From an optimization exercise on the open Yosys and OpenROAD flow, aimed at small area, a short achievable clock period and few clock cycles per item; shortcuts taken in it are not production practice.
In this exercise RTL edits were held to simulation tests only and were not proved equivalent to the original.
Power and IR drop assume default switching activity.

**config.mk**
```make
export PLATFORM = sky130hd
export DESIGN_NAME = JAM
export DESIGN_NICKNAME = JAM
export VERILOG_FILES = /design/flow/design.v
export SDC_FILE = /design/flow/constraint.sdc
export NUM_CORES = 4
export LEC_CHECK = 0
export CAP_MARGIN = 20
export CORE_MARGIN = 2
export CORE_UTILIZATION = 40
export PLACE_DENSITY = 0.6
export SLEW_MARGIN = 20
```
**constraint.sdc**
```tcl
create_clock -name core_clock -period 9.0 [get_ports {CLK}]
set_input_delay 1.8000 -clock core_clock [delete_from_list [all_inputs] [get_ports {CLK}]]
set_output_delay 1.8000 -clock core_clock [all_outputs]
set_load 0.01 [all_outputs]
```
**design.v**
```verilog
module JAM (
    input CLK,
    input RST,
    output reg [2:0] W,
    output reg [2:0] J,
    input [6:0] Cost,
    output reg [3:0] MatchCount,
    output reg [9:0] MinCost,
    output Valid
);
localparam S_COL = 3'd0, S_ROW = 3'd1, S_RANK = 3'd2, S_INIT = 3'd3,
           S_SRCH = 3'd4, S_DONE = 3'd5;
reg  [2:0]  st;
reg  [6:0]  v [0:7];      
reg  [6:0]  u [0:7];      
reg  [2:0]  z [0:7];      
reg  [3:0]  key [0:6];    
reg  [2:0]  rank [0:7];   
reg  [6:0]  m1, m2;       
reg  [2:0]  z1;           
reg         rk;           
reg         cf;           
reg  [2:0]  k;            
reg  [7:0]  used;         
reg  [2:0]  jstk [0:6];   
reg  [9:0]  bud;          
reg         popm;         
integer i;
assign Valid = (st == S_DONE);
function [3:0] next_free;
    input [7:0] m;
    input [2:0] s;
    input [2:0] a;
    input       all;
    reg   [15:0] mm;
    reg   [7:0]  rot;
    reg   [2:0]  pos;
    integer n;
    begin
        mm = {m, m} >> s;
        rot = mm[7:0];
        pos = a - s;
        next_free = 4'd8;
        for (n = 7; n >= 0; n = n - 1)
            if (!rot[n] && (all || n > pos)) next_free = {1'b0, s + n[2:0]};
    end
endfunction
function [2:0] row_at;
    input [2:0] x;
    input [23:0] rv;
    integer n;
    begin
        row_at = 3'd0;
        for (n = 0; n < 8; n = n + 1)
            if (rv[3*n +: 3] == x) row_at = n;
    end
endfunction
wire [23:0] rkv = {rank[7], rank[6], rank[5], rank[4], rank[3], rank[2], rank[1], rank[0]};
wire [6:0] vj = v[J];
wire [6:0] uw = u[W];
wire [6:0] cv = Cost - vj;            
wire       lt1 = cv < m1;
wire       lt2 = cv < m2;
wire       new1 = (J == 3'd0) || lt1;
wire [7:0]  uv = {1'b0, uw} + {1'b0, vj};
wire [10:0] d = {1'b0, bud} + {3'd0, uv};       
wire        c_le = {4'd0, Cost} <= d;
wire        c_eq = {4'd0, Cost} == d;
wire [6:0]  r = cv - uw;
wire [2:0] kup = k + 3'd1;
wire [2:0] kdn = k - 3'd1;
wire [2:0] row_up = row_at(kup, rkv);
wire [2:0] row_dn = row_at(kdn, rkv);
wire [2:0] row_0 = row_at(3'd0, rkv);
wire [2:0] jdn = jstk[kdn];
wire       leaf = (k == 3'd7);
wire [3:0] nsib = next_free(used, z[W], J, 1'b0);
wire [7:0] used_push = used | (8'd1 << J);
wire [3:0] nchild = next_free(used_push, z[row_up], 3'd0, 1'b1);
wire [2:0] rn = W - 3'd1;
wire [6:0] gap = m2 - m1;
wire [3:0] nkey = (gap > 7'd15) ? 4'd15 : gap[3:0];
reg  [7:0] gt;
reg  [2:0] nge;
always @(*) begin
    nge = 3'd0;
    for (i = 0; i < 8; i = i + 1) begin
        gt[i] = (i < 7) && (i < rn) && (nkey > key[i < 7 ? i : 0]);
        if (i < rn && !gt[i]) nge = nge + 3'd1;
    end
end
always @(posedge CLK) begin
    if (RST) begin
        st <= S_COL;
        W <= 3'd0;
        J <= 3'd0;
        MinCost <= 10'd0;
        MatchCount <= 4'd0;
        rk <= 1'b0;
        cf <= 1'b0;
    end else begin
        if (cf) begin
            cf <= 1'b0;
            v[J - 3'd1] <= m1;
            MinCost <= MinCost + m1;
        end
        if (rk) begin
            rk <= 1'b0;
            u[rn] <= m1;
            z[rn] <= z1;
            MinCost <= MinCost + m1;
            for (i = 0; i < 8; i = i + 1)
                if (gt[i]) rank[i] <= rank[i] + 3'd1;
            rank[rn] <= nge;
            if (rn != 3'd7) key[rn] <= nkey;
        end
        case (st)
        S_COL: begin
            if (W == 3'd0 || Cost < m1) m1 <= Cost;
            W <= W + 3'd1;
            if (W == 3'd7) begin
                cf <= 1'b1;
                J <= J + 3'd1;
                if (J == 3'd7) st <= S_ROW;
            end
        end
        S_ROW: begin
            if (new1) begin
                m1 <= cv;
                z1 <= J;
            end
            m2 <= (J == 3'd0) ? 7'd127 : lt1 ? m1 : lt2 ? cv : m2;
            J <= J + 3'd1;
            if (J == 3'd7) begin
                rk <= 1'b1;
                W <= W + 3'd1;
                if (W == 3'd7) st <= S_RANK;
            end
        end
        S_RANK: begin
            st <= S_INIT;
        end
        S_INIT: begin
            st <= S_SRCH;
            W <= row_0;
            J <= z[row_0];
            k <= 3'd0;
            used <= 8'd0;
            bud <= 10'd1023;
            popm <= 1'b0;
            MatchCount <= 4'd0;
        end
        S_SRCH: begin
            if (popm) begin
                bud <= bud + r;
                used[J] <= 1'b0;
                if (!nsib[3]) begin
                    J <= nsib[2:0];
                    popm <= 1'b0;
                end else if (k != 3'd0) begin
                    k <= kdn;
                    W <= row_dn;
                    J <= jdn;
                end
            end else if (leaf) begin
                if (c_le) begin
                    if (c_eq) MatchCount <= MatchCount + 4'd1;
                    else begin
                        bud <= {3'd0, r};
                        MatchCount <= 4'd1;
                    end
                end
                k <= kdn;
                W <= row_dn;
                J <= jdn;
                popm <= 1'b1;
            end else if (c_le) begin
                jstk[k] <= J;
                used <= used_push;
                bud <= bud - r;
                k <= kup;
                W <= row_up;
                J <= nchild[2:0];
            end else if (!nsib[3]) begin
                J <= nsib[2:0];
            end else if (k != 3'd0) begin
                k <= kdn;
                W <= row_dn;
                J <= jdn;
                popm <= 1'b1;
            end
            if (k == 3'd0 && nsib[3] && (popm || !c_le)) begin
                MinCost <= MinCost + (popm ? bud + r : bud);
                st <= S_DONE;
            end
        end
        default: ;
        endcase
    end
end
endmodule
```
**run.sh**
```bash
#!/bin/bash
# synth_recipe.tcl (not shown) runs the flow's synth.tcl, then flattens the netlist and writes it again
# the make line also repeats each setting of config.mk as NAME=value (left out here)
make -C /OpenROAD-flow-scripts/flow DESIGN_CONFIG=/design/flow/config.mk WORK_HOME=/design/flow/orfs CLKGATE_MAP_FILE= SYNTH_SCRIPT=/design/flow/synth_recipe.tcl finish
```
==> results.sh, run 1 <==
export IMPL_synth_seq_cells=276
export IMPL_worst_pin_slew_ns=0.9701
export IMPL_num_vias=13440
export IMPL_grt_pass1_vias=13130
export IMPL_path_max_fanout=18
export IMPL_cts_hold_buf=0
export IMPL_post_cts_buffers=0
export IMPL_first_pass_iters=7
export IMPL_slew_headroom_pct=34.73
export IMPL_p_per_area_mw_per_mm2=156.0
export IMPL_p_leak_uw=0.007737
export IMPL_cpPeakStageDelay_ns=0.68
export IMPL_grt_pass1_wl_mm=74.62
export IMPL_antenna_found_initial=0
export IMPL_place_hpwl_mm=35.59
export IMPL_hold_violations=0
export IMPL_routed_via_density=5.697
export IMPL_synth_ff_type="edfxtp_1"
export IMPL_crit_arrival_ns=7.91
export IMPL_avgSynthCellArea_um2=10.90
export IMPL_cts_buffers=31
export IMPL_core_area_mm2=0.04626
export IMPL_slew_violations=0
export IMPL_finish_utilization_pct=44.43
export IMPL_hold_class="reg2reg"
export IMPL_synth_async_sr_flop_share_pct=0
export IMPL_rsz0062_at_grt="no"
export IMPL_fp_dieArea_mm2=0.04833
export IMPL_synth_area_mm2=0.01863
export IMPL_irDropWorstVdd_mv=0.1413
export IMPL_area_delta_synth_final_pct=10.29
export IMPL_cts_reportedPaths_clkPinSlew_ns=0.06
export IMPL_cpMaxStageDelayCell="edfxtp_1"
export IMPL_status="finished clean"
export IMPL_initial_utilization_pct=40.28
export IMPL_drt_iter0_markers=1207
export IMPL_whs_ns=0.5309
export IMPL_final_nets=1909
export IMPL_antenna_cells=0
export IMPL_fmax_mhz=131.7
export IMPL_fp_row_count=79
export IMPL_synth_distinct_cells=90
export IMPL_routed_wl_mm=47.62
export IMPL_worst_setup_path_start_kind="flop"
export IMPL_cp_end_kind="flop"
export IMPL_grt_max_degree=34
export IMPL_setup_tns_ns=0
export IMPL_p_sw_uw=862.8
export IMPL_p_comb_share_pct=18.0
export IMPL_synth_edf_count=245
export IMPL_worst_path_most_repeated_cell="ha_1"
export IMPL_path_class="reg2reg"
export IMPL_boundaryPins=30
export IMPL_cp_required_ns=9.32
export IMPL_syn_inst=1709
export IMPL_post_route_period_util_pct=84.34
export IMPL_yosysSeqAreaShare_pct=42.81
export IMPL_clockRootBuffer="clkbuf_16"
export IMPL_fin_skew_ns=0.02081
export IMPL_clk_latency_ns=0.58
export IMPL_final_area_mm2=0.02055
export IMPL_die_x_um=219.8
export IMPL_p_seq_share_pct=44.1
export IMPL_syn_nets=1887
export IMPL_cts_sinks=276
export IMPL_grt_overflow=0
export IMPL_wl_per_cell_um=20.18
export IMPL_clockBufferDepth=3
export IMPL_ant_nets=0
export IMPL_fin_total_pwr_uw=3207
export IMPL_cts_tree="built"
export IMPL_die_h_um=219.8
export IMPL_placed_area_mm2=0.01957
export IMPL_p_sw_share_pct=26.91
export IMPL_cts_resized=0
export IMPL_io_buffers=29
export IMPL_layout_drive_gt1_share_pct=10.15
export IMPL_drc=0
export IMPL_internal_power_uw=2344
export IMPL_max_cap_violations=0
export IMPL_fin_crit_ns=7.591
export IMPL_synth_warnings=1
export IMPL_cts_max_level=1
export IMPL_setup_viol=0
export IMPL_track_usage_pct=19.87
export IMPL_final_fill_count=4314
export IMPL_pwr_share_clk_pct=37.9
export IMPL_gp_congestion=0.8955
-- cells in the mapped netlist, types with 5 or more instances --
| library cell | number | area share (%) |
|---|---|---|
| a211o_1 | 11 | 0.52 |
| a211oi_1 | 22 | 0.89 |
| a21o_1 | 25 | 1.0 |
| a21oi_1 | 99 | 2.7 |
| a221oi_1 | 5 | 0.23 |
| a22o_1 | 6 | 0.28 |
| a22oi_1 | 12 | 0.48 |
| a311oi_1 | 6 | 0.28 |
| a31oi_1 | 13 | 0.44 |
| a41o_1 | 6 | 0.32 |
| and2_1 | 7 | 0.23 |
| and3_1 | 5 | 0.17 |
| buf_1 | 8 | 0.16 |
| buf_2 | 8 | 0.21 |
| clkbuf_1 | 39 | 0.79 |
| dfxtp_1 | 31 | 3.3 |
| edfxtp_1 | 245 | 39 |
| fa_1 | 16 | 1.7 |
| ha_1 | 153 | 10 |
| inv_1 | 132 | 2.7 |
| mux2_2 | 30 | 1.8 |
| mux2i_1 | 71 | 3.8 |
| mux4_2 | 38 | 4.6 |
| nand2_1 | 112 | 2.3 |
| nand2b_1 | 28 | 0.94 |
| nand3_1 | 24 | 0.64 |
| nand4_1 | 6 | 0.20 |
| nor2_1 | 138 | 2.8 |
| nor2b_1 | 36 | 1.2 |
| nor3_1 | 32 | 0.86 |
| nor4_1 | 5 | 0.17 |
| o211a_1 | 5 | 0.27 |
| o211ai_1 | 13 | 0.52 |
| o21a_1 | 10 | 0.40 |
| o21ai_0 | 80 | 2.1 |
| o21bai_1 | 15 | 0.60 |
| o22ai_1 | 9 | 0.30 |
| o31ai_1 | 6 | 0.24 |
| or2_2 | 10 | 0.34 |
| or3_1 | 8 | 0.27 |
| xnor2_1 | 68 | 3.2 |
| xor2_1 | 29 | 1.4 |
-- state kept, by name, summed over array words and instances (netlist names), 7 cells and up, named ones only --
register and cells:
m1 7, rank 21, v 56, bud 10, u 56, z 24
key 28, used 8, m2 7, jstk 21, MinCost 10
-- routing by layer --
metal	global-route usage, %	vias up	wire length, um
li1	-	6377	-
met1	27.57	6619	22040
met2	33.29	378	22200
met3	2.001	70	2234
met4	5.034	0	1149
met5	0	-	0
-- worst paths after layout --
path                                     from             to  slack, ns  depth (start not counted)
worst max-delay path                    m1[1]     rank[4][1]       1.41                         31
worst min-delay path            MatchCount[3]  MatchCount[3]       0.53                          2
worst max register to register          m1[1]     rank[4][1]       1.41                         31
worst min register to register  MatchCount[3]  MatchCount[3]       0.53                          2
-- final cells by class --
class / instances / area [um2] / share of cell area [%]
timing repair buffer: 52 / 462.9 / 2.253
multi-input combinational: 1236 / 9873 / 48.04
clock inverter: 14 / 100.1 / 0.4870
tap: 607 / 759.5 / 3.695
inverter: 134 / 503.0 / 2.447
clock buffer: 41 / 875.8 / 4.262
sequential: 276 / 7978 / 38.82
-- critical path, delay by kind of cell, from the launching register on --
| family | cells | cell delay [ns] |
|---|---|---|
| AO/OA/AOI/OAI | 8 | 1.17 |
| XOR/XNOR | 1 | 0.27 |
| adder cells (fa/ha/maj) | 7 | 2.18 |
| buffers and inverters | 4 | 0.68 |
| flip-flops | 1 | 0.68 |
| multiplexers | 5 | 1.44 |
| AND/OR/NAND/NOR | 6 | 0.88 |
-- cells in the final DEF (no fill, tap or decap), types with 11 or more instances in the layout --
cell,instances
o21bai_1,15
a31oi_1,13
a21o_1,25
xnor2_1,68
mux4_2,38
a21oi_1,99
a211o_1,11
dfxtp_1,31
inv_1,132
fa_1,16
nor2_1,137
a22oi_1,12
nor2b_1,36
clkdlybuf4s50_1,29
a211oi_1,22
nor3_1,29
buf_4,23
ha_1,153
o21ai_0,80
nand3_1,24
xor2_1,29
mux2_2,30
nand2b_1,28
o211ai_1,13
mux2i_1,71
clkbuf_16,33
nand2_1,112
edfxtp_1,245
-- cells by family after synthesis --
logic type	share of synthesized area (%)
adder cells (fa/ha/maj)	11.99
flip-flops	42.81
multiplexers	10.98
buffers and inverters	4.331
AND/OR/NAND/NOR	10.99
AO/OA/AOI/OAI	14.13
XOR/XNOR	4.767
-- metrics by stage --
stage,setup slack [ns],std cells
finish,1.409,2360
global route,0.7909,2360
CTS,1.365,2360
detailed placement,1.394,2305
global placement,1.634,2305
floorplan,2.413,1709
-- power groups by stage --
stage	sequential, uW	combinational (uW)	clock [uW]
2_1_floorplan	1430	437	0
3_3_place_gp	1440	560	0
3_5_place_dp	1440	572	0
4_1_cts	1410	577	1240
5_1_grt	1410	648	1280
6_report	1410	579	1210
Testbench counts, summed over its fixed seeds: cycles 3,052, jobs 12.
==> run 2: changes to the inputs <==
--- a/config.mk
+++ b/config.mk
@@ -7,2 +7,3 @@
 export LEC_CHECK = 0
+export ABC_CLOCK_PERIOD_IN_PS = 4500
 export CAP_MARGIN = 20
@@ -11,2 +12,3 @@
 export PLACE_DENSITY = 0.6
+export SETUP_SLACK_MARGIN = 4
 export SLEW_MARGIN = 20
==> run 2 against run 1 <==
Still clean. Core utilization rose by 5.2 points. Critical path depth unchanged. Register-to-register slack improved by 1.3 ns. Critical path type unchanged. Critical endpoint is now rank[5][1]. Largest cell class unchanged. Highest routed layer unchanged.
==> results.sh, run 2 <==
export IMPL_fmax_mhz=159.9
export IMPL_die_h_um=219.8
export IMPL_wl_per_cell_um=21.00
export IMPL_worstSetupPathDepth=31
export IMPL_p_sw_share_pct=27.43
export IMPL_grt_pass1_wl_mm=79.21
export IMPL_path_max_fanout=7
export IMPL_synth_async_sr_flop_share_pct=0
export IMPL_max_cap_violations=0
export IMPL_yosysSeqAreaShare_pct=42.81
export IMPL_synth_distinct_cells=90
export IMPL_routed_wl_mm=51.75
export IMPL_grt_max_degree=34
export IMPL_setup_viol=0
export IMPL_p_comb_share_pct=24.0
export IMPL_grt_pass1_vias=13790
export IMPL_hold_class="reg2reg"
export IMPL_synth_edf_count=245
export IMPL_ys_top_cells_by_count="edfxtp_1, ha_1, nor2_1"
export IMPL_crit_arrival_ns=6.58
export IMPL_cpMaxStageDelayCell="edfxtp_1"
export IMPL_min_path_cells=2
export IMPL_die_x_um=219.8
export IMPL_synthTopCellsByArea="edfxtp_1, ha_1, mux4_2"
export IMPL_synth_warnings=1
export IMPL_gp_congestion=0.9182
export IMPL_rsz0062_at_grt="yes"
export IMPL_placed_area_mm2=0.01986
export IMPL_final_fill_count=4087
export IMPL_cts_sinks=276
export IMPL_p_sw_uw=1007
export IMPL_path_delay_family="adder cells"
export IMPL_post_route_period_util_pct=69.47
export IMPL_synth_seq_cells=276
export IMPL_final_common_cell="edfxtp_1"
export IMPL_cp_end_kind="flop"
export IMPL_status="finished clean"
export IMPL_fin_skew_ns=0.01540
export IMPL_p_per_area_mw_per_mm2=159.8
export IMPL_layout_drive_gt1_share_pct=25.15
export IMPL_synth_ff_type="edfxtp_1"
export IMPL_fp_row_count=79
export IMPL_ant_nets=0
export IMPL_worst_setup_path_start_kind="flop"
export IMPL_grt_overflow=0
export IMPL_core_area_mm2=0.04626
export IMPL_area_delta_synth_final_pct=23.33
export IMPL_io_buffers=29
export IMPL_cpPeakStageDelay_ns=0.40
export IMPL_path_class="reg2reg"
export IMPL_setup_tns_ns=0
export IMPL_slew_headroom_pct=28.72
export IMPL_irDropWorstVdd_mv=0.1482
export IMPL_track_usage_pct=21.14
export IMPL_antenna_found_initial=0
export IMPL_boundaryPins=30
export IMPL_p_leak_uw=0.008659
export IMPL_top_regs="u: 56 flops, v: 56 flops, key: 28 flops"
export IMPL_final_nets=2010
export IMPL_internal_power_uw=2665
export IMPL_place_hpwl_mm=35.83
export IMPL_cts_reportedPaths_clkPinSlew_ns=0.06
export IMPL_first_pass_iters=5
export IMPL_syn_nets=1887
export IMPL_syn_inst=1709
export IMPL_final_area_mm2=0.02298
export IMPL_avgSynthCellArea_um2=10.90
export IMPL_yosysMostFrequentCell="edfxtp_1"
export IMPL_pwr_share_clk_pct=37.7
export IMPL_clockBufferDepth=3
export IMPL_critPathBufInv=3
export IMPL_clockRootBuffer="clkbuf_16"
export IMPL_cts_buffers=31
export IMPL_finish_utilization_pct=49.68
export IMPL_num_vias=14080
export IMPL_slew_violations=0
export IMPL_fp_dieArea_mm2=0.04833
export IMPL_cts_tree="built"
export IMPL_drt_iter0_markers=1220
export IMPL_synth_top_area_share_pct=39.48
export IMPL_fin_crit_ns=6.253
export IMPL_antenna_cells=0
export IMPL_clk_latency_ns=0.59
export IMPL_cp_required_ns=9.33
export IMPL_routed_via_density=5.713
export IMPL_yosysTopAreaCell="edfxtp_1"
export IMPL_worst_pin_slew_ns=1.066
export IMPL_hold_violations=0
export IMPL_reg2regPathDepth=31
export IMPL_cts_max_level=1
export IMPL_drc=0
export IMPL_mostFrequentLayoutCells="edfxtp_1, ha_1, nor2_1, inv_1, nand2_1"
export IMPL_synth_area_mm2=0.01863
export IMPL_initial_utilization_pct=40.28
export IMPL_p_seq_share_pct=38.3
[run 2: cell counts after synthesis]
Identical to the previous run, type by type.
[run 2: tightest hold or removal path: stages (launching register included)]
cell,delay (ns)
dfxtp_1,0.35
xor2_1,0.07
nor2_1,0.07
[run 2: cell type report]
cell class / count / area (um2) / area share, %
Timing Repair Buffer: 153 / 1429 / 6.218
Inverter: 134 / 528.0 / 2.298
Multi-Input combinational cell: 1236 / 11160 / 48.55
Sequential cell: 276 / 7994 / 34.79
Tap cell: 607 / 759.5 / 3.305
Clock inverter: 14 / 249.0 / 1.083
Clock buffer: 44 / 864.6 / 3.762
[run 2: cell families after synthesis]
group | Yosys count | share of synthesized area [%]
xor+xnor | 99 | 4.767
flops | 276 | 42.81
simple gates | 430 | 10.99
mux | 147 | 10.98
buf+inv | 197 | 4.331
compound gates | 391 | 14.13
fa+ha+maj | 169 | 11.99
[run 2: power groups by stage]
stage | sequential [uW] | clock, uW | combinational, uW
2_1_floorplan | 1430 | 0 | 501
3_3_place_gp | 1450 | 0 | 614
3_5_place_dp | 1450 | 0 | 632
4_1_cts | 1410 | 1400 | 807
5_1_grt | 1410 | 1460 | 963
6_report | 1410 | 1390 | 880
[run 2: timing repair]
item,in CTS,in global routing
endpoints found under the setup margin,113,107
hold buffers,0,0
buffers inserted,76,26
resized for setup,136,111
pin swaps,73,93
hold endpoints to repair,0,0
cloned,0,3
[run 2: path summary, 6_finish.rpt]
kind | startpoint | to | slack (ns)
worst max-delay path | m2[0] | rank[5][1] | 2.75
worst min-delay path | MatchCount[3] | MatchCount[3] | 0.52
worst min register to register | MatchCount[3] | MatchCount[3] | 0.52
worst max register to register | m2[0] | rank[5][1] | 2.75
[run 2: layer usage]
metal | GRT usage, % | share of wire [%]
met1 | 29.27 | 45
met2 | 35.18 | 48
met3 | 2.070 | 4.4
met4 | 6.152 | 2.8
met5 | 0 | 0
[run 2: per-stage QoR]
step | hold WS (ns) | std cells | setup WS (ns) | total power, uW
floorplan | 0.5280 | 1709 | 2.883 | 1934
global placement | 0.5026 | 2301 | 2.062 | 2063
detailed placement | 0.5155 | 2301 | 1.817 | 2082
CTS | 0.5330 | 2435 | 2.790 | 3619
global route | 0.5862 | 2464 | 2.415 | 3827
finish | 0.5231 | 2464 | 2.747 | 3673

==> what the ideal ports hide <==
In the flow no input, the clock included, has a driving cell. The finished layouts below were timed again as built, in two steps.
Step 1, drivers: a clkbuf_16 drives CLK and a buf_2 each remaining input, both assumed.
Step 2, shift: input delay + t, output delay - t, t = (earliest + latest rising clock arrival at the registers) / 2. This alone moves slack from input paths to output paths.
Slacks: ideal / step 1 / step 2; pairs: ideal / step 1.
run | shift t [ns] | setup WS [ns] | worst hold slack (ns) | worst setup path at the end | worst slew at a driven data input, ns
run 1 | 0.619 | 1.409 / 1.409 / 1.409 | 0.531 / 0.531 / 0.531 | register to register | 0.04
run 2 | 0.631 | 2.747 / 2.747 / 2.747 | 0.523 / 0.523 / 0.523 | register to register | 0.06
After both steps setup and hold are still met in every run listed.
